From an optimization exercise on the open Yosys and OpenROAD flow, aimed at small area; shortcuts taken in it are not production practice.
In this exercise RTL edits were held to simulation tests only and were not proved equivalent to the original.
Power figures rest on the tool's default switching activity, not on a simulated workload.

== v23 ==
==> flow/design.v (excerpt) <==
module cpu65xx(clk, enable, reset, nmi_n, irq_n, so_n, din, dout, addr, we, debugOpcode, debugPc, debugA, debugX, debugY, debugS);
Size in the first run: roughly 1100 cells after synthesis, ~98 flip-flops, about 95 I/O pins, about 0.0098 mm^2 of cells after synthesis.
export LEC_CHECK = 0
export CAP_MARGIN = 20
export CORE_MARGIN = 2
export CORE_UTILIZATION = 55
export SLEW_MARGIN = 20
create_clock -name core_clock -period 10.0 [get_ports {clk}]
standard.sh (not shown) runs the stock make flow with config.mk's settings and CLKGATE_MAP_FILE= SYNTH_SCRIPT=/design/flow/synth_recipe.tcl, a recipe that flattens the netlist after the stock synthesis.
==> flow/flow/run.sh <==
#!/bin/bash
# Standard ORFS layout (the standard.sh), with two changes:
#  - the port buffers are the smallest buffer (buf_1) instead of the
#    default choice;
#  - clock tree synthesis inserts no dummy loads.
set -euo pipefail
export BUFFER_PORTS_ARGS="-buffer_cell sky130_fd_sc_hd__buf_1"
export CTS_ARGS="-sink_clustering_enable -repair_clock_nets -dont_use_dummy_load"
bash standard.sh > standard.log 2>&1
v23 finished every stage and its layout cleared the timing, design-rule and antenna checks.
> inputs changed (v23 -> v37)
-- flow/config.mk --
<<< v23, line 9
export CORE_MARGIN = 2
export CORE_UTILIZATION = 55
export SLEW_MARGIN = 20
>>> v37, line 9
export CORE_MARGIN = 2
export CORE_UTILIZATION = 40
export SLEW_MARGIN = 20
==> run notes <==
- Vias per cell: v37 vs v23 down 0.62
- Going from v23 to v37, utilization after layout saw a decrease, sequential fraction of total cell area saw a decrease, die area saw an increase.
[inputs] v46 vs v37
-- flow/config.mk --
<<< v37, line 7
export LEC_CHECK = 0
export CAP_MARGIN = 20
export CORE_MARGIN = 2
export CORE_UTILIZATION = 40
export SLEW_MARGIN = 20
>>> v46, line 7
export LEC_CHECK = 0
export ABC_AREA = 1
export CAP_MARGIN = 20
export CORE_MARGIN = 2
export CORE_UTILIZATION = 65
export SLEW_MARGIN = 20
Notes after the runs:
- Against v37, combinational power in v46 fell by a few percent.
- Setup slack after layout: v46 > v37
- Total standard cell area after synthesis shrinks by a few percent when moving from v37 to v46.
- The higher sequential share of layout area came out of v46.
- Sort v46 and v37 by switching power as a share of total power, descending, and v46 comes first.
- [compare] base=v37 new=v46: final area moved down, met2 global-route usage moved up, number of non-filler instances in the completed layout moved up.
- v46 vs. v37: minimum clock period went down by 0.48 ns.
- Looking at die outline area across both flows, v46 is the stronger of the two, with v37 trailing.
Edits applied to the flow inputs when going from v46 to v4:
-- flow/config.mk --
<<< v46, line 10
export CORE_MARGIN = 2
export CORE_UTILIZATION = 65
export SLEW_MARGIN = 20
>>> v4, line 10
export CORE_MARGIN = 2
export CORE_UTILIZATION = 55
export SLEW_MARGIN = 20
==> comparison <==
In v4 the count of non-filler cells in the finished layout turned out 39 higher than in v46.
Transition time at the pin with the least slew margin came out lower on v4 than on v46.
Relative to v46, die footprint has gone up in v4.
[v4 vs v46] worst-case setup slack after placement: higher in v4
Route | v4 vs v46 | wire longer in v4
Sort v46 and v4 by total routed wire length on the met1 layer desc -> top: v4
Against v46, horizontal die dimension in v4 rose by a little under 10%.
Both conditions hold for v4: the flow ran to the end and the final layout passed the timing, design-rule and antenna checks.

---

cpu65xx, a different RTL version from the one above (not shown whole).
For scale: roughly 1100 cells after synthesis, roughly 0.0099 mm^2 of cells after synthesis.
clock: 10.0 ns
lec_check: 0
cap_margin: 5
core_margin: 2
core_utilization: 55
slew_margin: 5
Scripts as last shown in full above: flow/flow/run.sh
Edit:
--- a/flow/config.mk
+++ b/flow/config.mk
@@ -8 +8 @@
-export CAP_MARGIN = 5
+export CAP_MARGIN = 20
@@ -10,2 +10,2 @@
-export CORE_UTILIZATION = 55
-export SLEW_MARGIN = 5
+export CORE_UTILIZATION = 40
+export SLEW_MARGIN = 20
Effect: Synthesized cell count is unchanged. Critical path depth decreases by 1. Total power came out higher by 0.69%. Cell area is higher by 1.5%. Worst hold slack degrades by 0.0065 ns. Routed wire length rises by 4.7%. Register-to-register slack loses 0.11 ns. Final cell count rises by 7.1%.
Edit:
--- a/flow/flow/run.sh
+++ b/flow/flow/run.sh
@@ -5 +5,2 @@
-#  - clock tree synthesis inserts no dummy loads.
+#  - clock tree synthesis uses clkbuf_8 below the root buffer and
+#    inserts no dummy loads.
@@ -8 +9 @@
-export CTS_ARGS="-sink_clustering_enable -repair_clock_nets -dont_use_dummy_load"
+export CTS_ARGS="-sink_clustering_enable -repair_clock_nets -dont_use_dummy_load -root_buf sky130_fd_sc_hd__clkbuf_16 -buf_list sky130_fd_sc_hd__clkbuf_8"
What happened:
- synthesized area stays the same
- core utilization does not change
- worst setup slack is unchanged
- sequential power barely changes
- design area does not change
- die area stays the same
- wire length stays the same
- worst hold slack is unchanged
Edit:
==> flow/flow/run.sh (replaced) <==
#!/bin/bash
# Standard ORFS layout (the standard.sh), with two changes:
#  - the port buffers are the smallest buffer (buf_1) instead of the
#    default choice;
#  - clock tree synthesis inserts no dummy loads.
set -euo pipefail
export BUFFER_PORTS_ARGS="-buffer_cell sky130_fd_sc_hd__buf_1"
export CTS_ARGS="-sink_clustering_enable -repair_clock_nets -dont_use_dummy_load"
bash standard.sh > standard.log 2>&1
--- a/flow/config.mk
+++ b/flow/config.mk
@@ -10 +10,2 @@
-export CORE_UTILIZATION = 40
+export CORE_UTILIZATION = 55
+export GPL_TIMING_DRIVEN = 0
What happened:
- total power came out higher by about 1%
- setup slack loses 0.16 ns
- global-route usage goes up by 10 points
Edit:
--- a/flow/config.mk
+++ b/flow/config.mk
@@ -7,0 +8 @@
+export ABC_CLOCK_PERIOD_IN_PS = 14000
@@ -10,2 +11 @@
-export CORE_UTILIZATION = 55
-export GPL_TIMING_DRIVEN = 0
+export CORE_UTILIZATION = 40
What happened: The new run ran to the end with no violations. Final cell count came out higher by 3.5%. Synthesized area does not change. Hold slack gets worse by 0.020 ns. Routed wire length is about the same. Flip-flop and latch count is unchanged. Maximum frequency came out higher by 1.7%. Die area came out higher by 36%. Via count came out lower by 5.3%. Total power came out lower by 1.0%. Cell area came out lower by 0.58%.
Edit:
--- a/flow/config.mk
+++ b/flow/config.mk
@@ -8 +8 @@
-export ABC_CLOCK_PERIOD_IN_PS = 14000
+export ABC_AREA = 1
The new run ran to the end with no violations.
Clock-buffer cell count stays the same.
Critical path depth increases by 4.
Area after synthesis increases by 0.43%.

==> afterwards: timing with drivers on the ports <==
The results above use ideal ports. As a check the final layouts listed here were re-extracted and re-timed, cells and wires unchanged. Step 1 sets driving cells, clkbuf_16 on the clock port and buf_2 on the other inputs (assumed; they add their load-dependent delay and slew). Step 2, shift: input delay + t, output delay - t, t = (earliest + latest rising clock arrival at the registers) / 2. This alone moves slack from input paths to output paths. Slacks: ideal / step 1 / step 2; pairs: ideal / step 1.
run | t, ns | slack for setup (ns) | hold slack, ns | worst register clock-pin slew, ns
v23 | 0.399 | 0.499 / 0.499 / 0.499 | 0.500 / 0.500 / 0.500 | 0.08 / 0.08
v37 | 0.398 | 0.517 / 0.516 / 0.516 | 0.478 / 0.478 / 0.478 | 0.09 / 0.09
v46 | 0.404 | 0.993 / 0.946 / 1.093 | 0.504 / 0.504 / 0.504 | 0.08 / 0.08
v4 | 0.405 | 1.154 / 1.107 / 1.217 | 0.525 / 0.525 / 0.525 | 0.08 / 0.08
the first run of note 2 | 0.390 | 0.636 / 0.636 / 0.636 | 0.477 / 0.477 / 0.477 | 0.07 / 0.07
the second run of note 2 | 0.398 | 0.529 / 0.529 / 0.529 | 0.470 / 0.470 / 0.470 | 0.08 / 0.08
the third run of note 2 | 0.398 | 0.529 / 0.529 / 0.529 | 0.470 / 0.470 / 0.470 | 0.08 / 0.08
the fourth run of note 2 | 0.395 | 0.371 / 0.371 / 0.371 | 0.491 / 0.491 / 0.491 | 0.07 / 0.07
the fifth run of note 2 | 0.398 | 0.529 / 0.529 / 0.529 | 0.470 / 0.470 / 0.470 | 0.08 / 0.08
the sixth run of note 2 | 0.393 | 0.888 / 0.888 / 0.888 | 0.486 / 0.486 / 0.486 | 0.09 / 0.09
After both steps setup and hold are still met in every run listed. For v37, which loses most, drivers alone change the setup slack by -0.001 ns; drivers and shift together by -0.001 ns.
